What follows belongs to an exercise in optimizing a design on an open flow for small area; a production flow would make more cautious choices. In this exercise RTL edits were held to simulation tests only and were not proved equivalent to the original. No activity file was given, so power comes from the tool's default toggle rates.

## Segway
module Segway(clk,RST_n,INERT_SS_n,INERT_MOSI,
              INERT_SCLK,INERT_MISO,A2D_SS_n,A2D_MOSI,A2D_SCLK,
              A2D_MISO,PWM_rev_rght,PWM_frwrd_rght,PWM_rev_lft,
              PWM_frwrd_lft,INT,RX);
Size in the first run: about 230 flip-flops, about 16 I/O pins.
==> flow/config.mk <==
export PLATFORM = sky130hd
export DESIGN_NAME = Segway
export DESIGN_NICKNAME = Segway
export VERILOG_FILES = /design/flow/design.v
export SDC_FILE = /design/flow/constraint.sdc
export NUM_CORES = 4
export LEC_CHECK = 0
export CAP_MARGIN = 20
export CORE_MARGIN = 2
export CORE_UTILIZATION = 60
export CTS_BUF_LIST = sky130_fd_sc_hd__clkbuf_8
export GPL_TIMING_DRIVEN = 0
export PLACE_DENSITY = 0.75
export SLEW_MARGIN = 20
==> flow/constraint.sdc <==
create_clock -name core_clock -period 16.0 [get_ports {clk}]
set_input_delay 3.2000 -clock core_clock [delete_from_list [all_inputs] [get_ports {clk}]]
set_output_delay 3.2000 -clock core_clock [all_outputs]
set_load 0.01 [all_outputs]
standard.sh (not shown) runs the stock make flow with config.mk's settings and CLKGATE_MAP_FILE= SYNTH_SCRIPT=/design/flow/synth_recipe.tcl, a recipe that flattens the netlist after the stock synthesis.
==> flow/flow/run.sh <==
#!/bin/bash
# Standard layout flow; only the clock tree options differ: no dummy loads
# are added to balance the clock tree, and leaf buffers are clkbuf_8.
set -e
export CTS_ARGS="-sink_clustering_enable -repair_clock_nets -dont_use_dummy_load -buf_list sky130_fd_sc_hd__clkbuf_8 -sink_clustering_size 20 -sink_clustering_max_diameter 60"
bash standard.sh > standard.log 2>&1
==> next run, changes <==
==> flow/flow/run.sh (replaced) <==
#!/bin/bash
# Standard layout flow; only the clock tree options differ: no dummy loads
# are added to balance the clock tree, and leaf buffers are clkbuf_8.
set -e
export CTS_ARGS="-sink_clustering_enable -repair_clock_nets -dont_use_dummy_load -buf_list sky130_fd_sc_hd__clkbuf_4 -sink_clustering_size 8 -sink_clustering_max_diameter 40"
bash standard.sh > standard.log 2>&1
Core utilization is about the same.
Power is about the same.
Sequential power stays flat.
Final cell count went up slightly.
Worst hold slack hardly moves.
Via count increases slightly.
Wire length is higher slightly.
Design area is about the same.
Fmax decreases slightly.

---

Setup of oak:
Segway, a different RTL version from the one above (not shown whole).
For scale: ~240 flip-flops, about 16 I/O pins, ~0.016 mm^2 of cells after synthesis.
// Segway
module Segway(clk,RST_n,INERT_SS_n,INERT_MOSI,
              INERT_SCLK,INERT_MISO,A2D_SS_n,A2D_MOSI,A2D_SCLK,
              A2D_MISO,PWM_rev_rght,PWM_frwrd_rght,PWM_rev_lft,
              PWM_frwrd_lft,INT,RX);
==> flow/config.mk <==
export PLATFORM = sky130hd
export DESIGN_NAME = Segway
export DESIGN_NICKNAME = Segway
export VERILOG_FILES = /design/flow/design.v
export SDC_FILE = /design/flow/constraint.sdc
export NUM_CORES = 4
export LEC_CHECK = 0
export CAP_MARGIN = 20
export CORE_MARGIN = 2
export CORE_UTILIZATION = 60
export CTS_BUF_LIST = sky130_fd_sc_hd__clkbuf_8
export GPL_TIMING_DRIVEN = 0
export PLACE_DENSITY = 0.75
export SLEW_MARGIN = 20
==> flow/constraint.sdc <==
create_clock -name core_clock -period 16.0 [get_ports {clk}]
set_input_delay 3.2000 -clock core_clock [delete_from_list [all_inputs] [get_ports {clk}]]
set_output_delay 3.2000 -clock core_clock [all_outputs]
set_load 0.01 [all_outputs]
==> flow/flow/run.sh <==
#!/bin/bash
# Standard layout flow; only the clock tree options differ: no dummy loads
# are added to balance the clock tree, and leaf buffers are clkbuf_8.
set -e
export CTS_ARGS="-sink_clustering_enable -repair_clock_nets -dont_use_dummy_load -buf_list sky130_fd_sc_hd__clkbuf_8"
bash standard.sh > standard.log 2>&1
Here is what was changed in the inputs of pine compared with oak.
==> flow/flow/run.sh <==
#!/bin/bash
# Standard layout flow; only the clock tree options differ: no dummy loads
# are added to balance the clock tree, and leaf buffers are clkbuf_8.
set -e
export CTS_ARGS="-sink_clustering_enable -repair_clock_nets -dont_use_dummy_load -buf_list sky130_fd_sc_hd__clkbuf_8 -sink_clustering_size 12 -sink_clustering_max_diameter 60"
bash standard.sh > standard.log 2>&1
==> comparison <==
- pine was carried through to the last stage, and its layout satisfied the timing, design-rule and antenna checks.
- Between oak and pine, the routed wire length figures differ only marginally.
- oak -> pine: die area delta 0, exact match
- Delta (pine minus oak): summed area of non-filler cells in the final layout dropped 1.3%, combined area of the multi-input logic cells barely changed.
- pine ends up with a setup slack that is 0.077 ns lower than in oak.
Modified inputs, birch compared to pine
==> flow/run.sh (new file) <==
#!/bin/bash
# synth_recipe.tcl (not shown) runs the flow's synth.tcl, then flattens the netlist and writes it again
# the make line also repeats each setting of config.mk as NAME=value (left out here)
make -C /OpenROAD-flow-scripts/flow DESIGN_CONFIG=/design/flow/config.mk WORK_HOME=/design/flow/orfs CLKGATE_MAP_FILE= SYNTH_SCRIPT=/design/flow/synth_recipe.tcl finish
removed: flow/flow/run.sh
removed: flow/standard.sh
### Flow results
- Compared to pine, birch has number of clock buffers inserted by TritonCTS 15 higher.
- birch does worse than pine on largest vdd supply drop.
- Sort pine and birch by layout buffer count excluding clock buffers asc -> top: pine
- Minimum clock period after layout, pine and birch: lower on birch
- Compared with pine, in birch post-layout worst setup margin increased 0.038 ns, routed wire length increased about 2.5%, global-route usage increased 0.65 points, relative area change from synthesis to final layout increased 3.7 points.
- Proportion of power drawn by flip-flops and latches: birch vs pine down 13 points
